Source: an optimization exercise on an open RTL-to-GDS flow (aim: small area). Production flows keep margins and buffers that such runs may drop. RTL that was checked went through simulation tests only; none was proved equivalent to the original. Power is estimated from default activity; no workload was simulated.

## old
==> flow/design.v <==
`timescale 1ns / 10ps
module PCC_4op
#(
parameter	LOCAL_Y	=	4'b0010,
parameter	LOCAL_X	=	4'b0001,
parameter	DATAW		=	66,
parameter	PORTS		=	4,
parameter   OUT_PORTS	=	4,
parameter	CONNECTIONW	=	16,
parameter	ADDRYX		=	8,
parameter	FWCTRLW		=	1,
parameter	BWCTRLW		=	3
)
(
input				clk,
input				reset,
input	[DATAW-1:0]	PCC_ip_data_i0,		PCC_ip_data_i1,		PCC_ip_data_i2,		PCC_ip_data_i3,	 
input				PCC_ip_stb_i0,		PCC_ip_stb_i1,		PCC_ip_stb_i2,		PCC_ip_stb_i3,	
input				PCC_ip_fwd_i0,		PCC_ip_fwd_i1,		PCC_ip_fwd_i2,		PCC_ip_fwd_i3,	    	
input				PCC_op_fail_i0,		PCC_op_fail_i1,		PCC_op_fail_i2,		PCC_op_fail_i3,	
input				PCC_op_pack_i0,		PCC_op_pack_i1,		PCC_op_pack_i2,		PCC_op_pack_i3,	
input				PCC_op_suspend_i0,	PCC_op_suspend_i1,	PCC_op_suspend_i2,	PCC_op_suspend_i3,	
input				PCC_op_cancel_i0,	PCC_op_cancel_i1,	PCC_op_cancel_i2,	PCC_op_cancel_i3,	
output	[DATAW-1:0]	PCC_op_data_o0,		PCC_op_data_o1,		PCC_op_data_o2,		PCC_op_data_o3,	
output				PCC_op_stb_o0,		PCC_op_stb_o1,		PCC_op_stb_o2,		PCC_op_stb_o3,	
output				PCC_op_fwd_o0,		PCC_op_fwd_o1,		PCC_op_fwd_o2,		PCC_op_fwd_o3,	
output				PCC_ip_fail_o0,		PCC_ip_fail_o1,		PCC_ip_fail_o2,		PCC_ip_fail_o3,	 
output				PCC_ip_pack_o0,		PCC_ip_pack_o1,		PCC_ip_pack_o2,		PCC_ip_pack_o3,	
output				PCC_ip_suspend_o0,	PCC_ip_suspend_o1,	PCC_ip_suspend_o2,	PCC_ip_suspend_o3,	
output				PCC_ip_cancel_o0,	PCC_ip_cancel_o1,	PCC_ip_cancel_o2,	PCC_ip_cancel_o3
);
localparam [2:0] S_IDLE = 3'b000, S_PRE  = 3'b001, S_LOCK = 3'b010,
                 S_FALL = 3'b011, S_REQ1 = 3'b100, S_REQ2 = 3'b101;
wire nr = ~reset;
wire [DATAW-1:0] din [0:3];
assign din[0] = PCC_ip_data_i0;
assign din[1] = PCC_ip_data_i1;
assign din[2] = PCC_ip_data_i2;
assign din[3] = PCC_ip_data_i3;
wire [3:0] stb_i   = {PCC_ip_stb_i3, PCC_ip_stb_i2, PCC_ip_stb_i1, PCC_ip_stb_i0};
wire [3:0] fwd_i   = {PCC_ip_fwd_i3, PCC_ip_fwd_i2, PCC_ip_fwd_i1, PCC_ip_fwd_i0};
wire [3:0] ofail_i = {PCC_op_fail_i3, PCC_op_fail_i2, PCC_op_fail_i1, PCC_op_fail_i0};
wire [3:0] opack_i = {PCC_op_pack_i3, PCC_op_pack_i2, PCC_op_pack_i1, PCC_op_pack_i0};
wire [3:0] osusp_i = {PCC_op_suspend_i3, PCC_op_suspend_i2, PCC_op_suspend_i1, PCC_op_suspend_i0};
wire [3:0] ocanc_i = {PCC_op_cancel_i3, PCC_op_cancel_i2, PCC_op_cancel_i1, PCC_op_cancel_i0};
reg  [15:0] conn;
reg  [4*DATAW-1:0] odata;
reg  [3:0]  ostb, ofwd, ofail, ocanc, osusp, opack;
reg  [3:0]  ipack, isusp, icanc, ifail, iskip;
reg  [11:0] ics;
reg  [7:0]  act;
reg  [3:0]  loc;
reg  [3:0]  sel_d1, sel_d2;          
reg         chg;                     
reg  [3:0]  dest_r;
reg  [1:0]  dir;                     
reg         ybr;                     
wire [15:0] cs_ = conn & {16{nr}};
wire [3:0] occ = {|cs_[15:12], |cs_[11:8], |cs_[7:4], |cs_[3:0]};
wire [3:0] bw_pack, bw_susp, bw_canc;
genvar j, k;
generate
for (j = 0; j < 4; j = j + 1) begin : g_out
    wire [DATAW-1:0] xd = ({DATAW{cs_[4*j  ]}} & din[0]) | ({DATAW{cs_[4*j+1]}} & din[1])
                        | ({DATAW{cs_[4*j+2]}} & din[2]) | ({DATAW{cs_[4*j+3]}} & din[3]);
    always @(posedge clk) begin
        odata[DATAW*j+:DATAW] <= xd;
        ofwd[j]  <= |(cs_[4*j+:4] & fwd_i);
        ostb[j]  <= occ[j];
        ofail[j] <= ofail_i[j];
        opack[j] <= opack_i[j];
        osusp[j] <= osusp_i[j];
        ocanc[j] <= ocanc_i[j] & ~xd[DATAW-1] & xd[DATAW-2];
    end
end
for (k = 0; k < 4; k = k + 1) begin : g_bw
    wire [3:0] col = {cs_[12+k], cs_[8+k], cs_[4+k], cs_[k]};
    assign bw_pack[k] = |(col & opack);
    assign bw_susp[k] = |(col & osusp);
    assign bw_canc[k] = |(col & ocanc);
end
endgenerate
wire [3:0] ireq = {ics[11], ics[8], ics[5], ics[2]};
wire [3:0] sel = ireq[0] ? 4'b0001 : ireq[3] ? 4'b1000 :
                 ireq[1] ? 4'b0010 : ireq[2] ? 4'b0100 : 4'b0000;
wire any_sel = |ireq;
wire [1:0] s_act = ({2{sel[0]}} & act[1:0]) | ({2{sel[1]}} & act[3:2])
                 | ({2{sel[2]}} & act[5:4]) | ({2{sel[3]}} & act[7:6]);
wire s_loc = |(sel & loc);
always @(posedge clk) begin
    sel_d1 <= sel & {4{nr}};
    sel_d2 <= sel_d1 & {4{nr}};
    chg    <= nr & (sel_d1 != sel_d2);
    dest_r <= {any_sel & (dir == 2'b11), any_sel & (dir == 2'b10), any_sel & (dir == 2'b01), s_loc};
    if (reset) begin
        dir <= 2'b00; ybr <= 1'b0;
    end else if (s_act == 2'b11) begin
        dir <= {ybr, 1'b1}; ybr <= 1'b1;
    end else if (s_act != 2'b00) begin
        dir <= s_act;
    end
end
wire [3:0] src = sel_d2;
wire [3:0] freed = dest_r & ~occ;
wire anyfree = |freed;
wire [3:0] first = {freed[3] & ~|freed[2:0], freed[2] & ~|freed[1:0], freed[1] & ~freed[0], freed[0]};
wire [3:0] grant = (chg & anyfree) ? src : 4'b0;
wire [3:0] deny  = ((chg & ~anyfree) ? src : 4'b0)
                 | (ofail[0] ? cs_[3:0]   : 4'b0) | (ofail[1] ? cs_[7:4]   : 4'b0)
                 | (ofail[2] ? cs_[11:8]  : 4'b0) | (ofail[3] ? cs_[15:12] : 4'b0);
generate
for (j = 0; j < 4; j = j + 1) begin : g_conn_j
    for (k = 0; k < 4; k = k + 1) begin : g_conn_k
        always @(posedge clk)
            conn[4*j+k] <= nr & stb_i[k] &
                ((conn[4*j+k] & ~(ocanc[j] | ofail[j])) | (chg & src[k] & first[j]));
    end
end
endgenerate
function [1:0] xcls;    
    input [3:0] x;
    xcls = {x != LOCAL_X && x != 4'd0, x == LOCAL_X};
endfunction
function [15:0] cw_table;
    input dummy;
    integer i;
    reg [3:0] d;
    begin
        for (i = 0; i < 16; i = i + 1) begin
            d = i - LOCAL_Y;
            cw_table[i] = (LOCAL_X == 4'd1 && d <= 4'd8 && d != 4'd0) ||
                          (LOCAL_X == 4'd2 && d <= 4'd4 && d != 4'd0);
        end
    end
endfunction
localparam [15:0] CW_TAB = cw_table(1'b0);
function [1:0] ycls;    
    input [3:0] y;
    ycls = {CW_TAB[y], y == LOCAL_Y};
endfunction
generate
for (k = 0; k < 4; k = k + 1) begin : g_in
    wire [DATAW-1:0] d = din[k];
    wire stb = stb_i[k];
    wire [2:0] cs = ics[3*k+:3];
    wire mc2 = d[DATAW-3];
    wire check_pot = d[DATAW-1:DATAW-2] == 2'b10 &&
        ((mc2 && d[11:8] == LOCAL_Y && |d[15:12]) ||
         (!mc2 && d[11:8] == LOCAL_X && d[15:12] == LOCAL_Y && |d[23:16]));
    reg [2:0] ns;
    always @(*) begin
        case (cs)
        S_IDLE: ns = (stb && d[DATAW-1]) ? S_REQ1 : S_IDLE;
        S_REQ1: ns = !stb ? S_IDLE : deny[k] ? S_FALL : grant[k] ? S_PRE : S_REQ1;
        S_REQ2: ns = !stb ? S_IDLE : deny[k] ? S_FALL : grant[k] ? S_PRE : S_REQ2;
        S_PRE:  ns = !stb ? S_IDLE : deny[k] ? S_FALL :
                     !bw_pack[k] ? S_PRE : (!check_pot || iskip[k]) ? S_LOCK : S_REQ2;
        S_LOCK: ns = !stb ? S_IDLE : deny[k] ? S_FALL : bw_canc[k] ? S_IDLE : S_LOCK;
        S_FALL: ns = !stb ? S_IDLE : S_FALL;
        default: ns = S_IDLE;
        endcase
    end
    wire ld1 = ns == S_REQ1;
    wire ld2 = ns == S_REQ2;
    wire [1:0] xn = ld1 ? xcls(d[11:8]) : xcls(d[19:16]);
    wire [1:0] xo = {act[2*k+1] & act[2*k], act[2*k+1] ^ act[2*k]};
    wire [1:0] xc = mc2 ? xo : xn;
    wire [1:0] yc = !mc2 ? (ld2 ? ycls(d[23:20]) : ycls(d[15:12]))
                         : (ld2 ? ycls(d[15:12]) : ycls(d[11:8]));
    always @(posedge clk) begin
        ics[3*k+:3] <= reset ? S_IDLE : ns;
        ifail[k] <= nr & (cs != S_FALL) & (ns == S_FALL);
        iskip[k] <= nr & stb & (ld2 | iskip[k]);
        ipack[k] <= bw_pack[k];
        isusp[k] <= bw_susp[k];
        icanc[k] <= bw_canc[k];
        if (!nr || !(ld1 || ld2))
            act[2*k+:2] <= 2'b00;
        else if (xc[1])
            act[2*k+:2] <= 2'b11;
        else if (xc[0])
            act[2*k+:2] <= (k == 1 || ((k == 0 || k == 3) && yc[1])) ? 2'b10 : 2'b01;
        else
            act[2*k+:2] <= 2'b00;
        loc[k] <= xc[0] & yc[0];
    end
end
endgenerate
assign PCC_op_data_o0 = odata[DATAW*0+:DATAW];
assign PCC_op_data_o1 = odata[DATAW*1+:DATAW];
assign PCC_op_data_o2 = odata[DATAW*2+:DATAW];
assign PCC_op_data_o3 = odata[DATAW*3+:DATAW];
assign {PCC_op_stb_o3, PCC_op_stb_o2, PCC_op_stb_o1, PCC_op_stb_o0} = ostb;
assign {PCC_op_fwd_o3, PCC_op_fwd_o2, PCC_op_fwd_o1, PCC_op_fwd_o0} = ofwd;
assign {PCC_ip_fail_o3, PCC_ip_fail_o2, PCC_ip_fail_o1, PCC_ip_fail_o0} = ifail;
assign {PCC_ip_pack_o3, PCC_ip_pack_o2, PCC_ip_pack_o1, PCC_ip_pack_o0} = ipack;
assign {PCC_ip_suspend_o3, PCC_ip_suspend_o2, PCC_ip_suspend_o1, PCC_ip_suspend_o0} = isusp;
assign {PCC_ip_cancel_o3, PCC_ip_cancel_o2, PCC_ip_cancel_o1, PCC_ip_cancel_o0} = icanc;
endmodule
export LEC_CHECK = 0
export CAP_MARGIN = 0
export CORE_MARGIN = 2
export CORE_UTILIZATION = 40
export SLEW_MARGIN = 0
create_clock -name core_clock -period 4.0 [get_ports {clk}]
standard.sh (not shown) runs the stock make flow with config.mk's settings and CLKGATE_MAP_FILE= SYNTH_SCRIPT=/design/flow/synth_recipe.tcl, a recipe that flattens the netlist after the stock synthesis.
==> flow/flow/run.sh <==
#!/bin/bash
# Standard ORFS layout, with the smallest buffer for the port buffers and
# a coarser clock tree without dummy loads.
set -euo pipefail
bash standard.sh \
  "BUFFER_PORTS_ARGS=-buffer_cell sky130_fd_sc_hd__buf_1" \
  "CTS_ARGS=-sink_clustering_enable -repair_clock_nets -dont_use_dummy_load -sink_clustering_size 14 -sink_clustering_max_diameter 60 -buf_list {sky130_fd_sc_hd__clkbuf_8}" \
  finish > flow_make.log 2>&1
Modified inputs, new compared to old
--- a/flow/design.v
+++ b/flow/design.v
@@ -48,13 +48,12 @@
 reg  [3:0]  ostb, ofwd, ofail, ocanc, osusp, opack;
 reg  [3:0]  ipack, isusp, icanc, ifail, iskip;
 reg  [11:0] ics;
-reg  [7:0]  act;
-reg  [3:0]  loc;
+reg  [3:0]  ax_eq, ax_off;           
+reg  [3:0]  ay_loc, ay_cw;           
 reg  [3:0]  sel_d1, sel_d2;          
 reg         chg;                     
 reg  [3:0]  dest_r;
-reg  [1:0]  dir;                     
-reg         ybr;                     
+reg         dir_a, dir_b, dir_c, ybr;
 wire [15:0] cs_ = conn & {16{nr}};
 wire [3:0] occ = {|cs_[15:12], |cs_[11:8], |cs_[7:4], |cs_[3:0]};
 wire [3:0] bw_pack, bw_susp, bw_canc;
@@ -84,20 +83,25 @@
 wire [3:0] sel = ireq[0] ? 4'b0001 : ireq[3] ? 4'b1000 :
                  ireq[1] ? 4'b0010 : ireq[2] ? 4'b0100 : 4'b0000;
 wire any_sel = |ireq;
-wire [1:0] s_act = ({2{sel[0]}} & act[1:0]) | ({2{sel[1]}} & act[3:2])
-                 | ({2{sel[2]}} & act[5:4]) | ({2{sel[3]}} & act[7:6]);
-wire s_loc = |(sel & loc);
+wire s_xeq  = |(sel & ax_eq);
+wire s_xoff = |(sel & ax_off);
+wire s_yloc = |(sel & ay_loc);
+wire s_ycw  = |(sel & ay_cw);
 always @(posedge clk) begin
     sel_d1 <= sel & {4{nr}};
     sel_d2 <= sel_d1 & {4{nr}};
     chg    <= nr & (sel_d1 != sel_d2);
-    dest_r <= {any_sel & (dir == 2'b11), any_sel & (dir == 2'b10), any_sel & (dir == 2'b01), s_loc};
+    dest_r <= {any_sel & dir_b, any_sel & dir_c, any_sel & dir_a, s_xeq & s_yloc};
     if (reset) begin
-        dir <= 2'b00; ybr <= 1'b0;
-    end else if (s_act == 2'b11) begin
-        dir <= {ybr, 1'b1}; ybr <= 1'b1;
-    end else if (s_act != 2'b00) begin
-        dir <= s_act;
+        dir_a <= 1'b0; dir_b <= 1'b0; dir_c <= 1'b0; ybr <= 1'b0;
+    end else if (s_xeq) begin
+        if (sel[1] || ((sel[0] || sel[3]) && s_ycw)) begin
+            dir_c <= 1'b1; dir_a <= 1'b0; dir_b <= 1'b0;
+        end else begin
+            dir_c <= 1'b0; dir_a <= 1'b1; dir_b <= 1'b0;
+        end
+    end else if (s_xoff) begin
+        dir_b <= ybr; dir_a <= ~ybr; dir_c <= 1'b0; ybr <= 1'b1;
     end
 end
 wire [3:0] src = sel_d2;
@@ -162,9 +166,7 @@
     end
     wire ld1 = ns == S_REQ1;
     wire ld2 = ns == S_REQ2;
-    wire [1:0] xn = ld1 ? xcls(d[11:8]) : xcls(d[19:16]);
-    wire [1:0] xo = {act[2*k+1] & act[2*k], act[2*k+1] ^ act[2*k]};
-    wire [1:0] xc = mc2 ? xo : xn;
+    wire [1:0] xc = ld1 ? xcls(d[11:8]) : xcls(d[19:16]);
     wire [1:0] yc = !mc2 ? (ld2 ? ycls(d[23:20]) : ycls(d[15:12]))
                          : (ld2 ? ycls(d[15:12]) : ycls(d[11:8]));
     always @(posedge clk) begin
@@ -174,15 +176,13 @@
         ipack[k] <= bw_pack[k];
         isusp[k] <= bw_susp[k];
         icanc[k] <= bw_canc[k];
-        if (!nr || !(ld1 || ld2))
-            act[2*k+:2] <= 2'b00;
-        else if (xc[1])
-            act[2*k+:2] <= 2'b11;
-        else if (xc[0])
-            act[2*k+:2] <= (k == 1 || ((k == 0 || k == 3) && yc[1])) ? 2'b10 : 2'b01;
-        else
-            act[2*k+:2] <= 2'b00;
-        loc[k] <= xc[0] & yc[0];
+        if (!nr || !(ld1 || ld2)) begin
+            ax_eq[k] <= 1'b0; ax_off[k] <= 1'b0;
+        end else if (!mc2) begin
+            ax_eq[k] <= xc[0]; ax_off[k] <= xc[1];
+        end
+        ay_loc[k] <= yc[0];
+        ay_cw[k]  <= yc[1];
     end
 end
 endgenerate
Findings:
- As far as die area is concerned, old and new perform about the same.
- old and new ended up with nearly the same fraction of standard cell area that is sequential.
- Between old and new, the difference in clock power is negligible.
- Going from old to new, total length of routed met3 wires grew by a few percent.
- new: full flow OK, the timing, DRC and antenna checks passed
- old → new: fraction of synthesized area in multiplexers moved up, flip-flop and latch count went up, worst hold slack went down.
For new, only the layout was checked, not whether the RTL still works.

## separate check: timing with driven ports
In the flow no input, the clock included, has a driving cell. The finished layouts below were timed again as built, in two steps.
Step 1, drivers: a clkbuf_16 drives clk and a buf_2 each remaining input, both assumed.
Step 2, shift: input delay + t, output delay - t, t = (earliest + latest rising clock arrival at the registers) / 2. This alone moves slack from input paths to output paths.
a / b / c = ideal / step 1 / step 2; a / b = the first two.
| run | t (ns) | slack for setup (ns) | worst slew at a driven data input, ns | cell pins on the clock port's net |
|---|---|---|---|---|
| old | 0.639 | 1.298 / 1.298 / 0.687 | 0.11 | 1 |
| new | 0.659 | 0.956 / 0.956 / 0.466 | 0.17 | 1 |
After both steps every run listed still meets setup and hold. The setup slack of old, which loses most, moves by 0.000 ns with the drivers and by -0.611 ns with both steps.
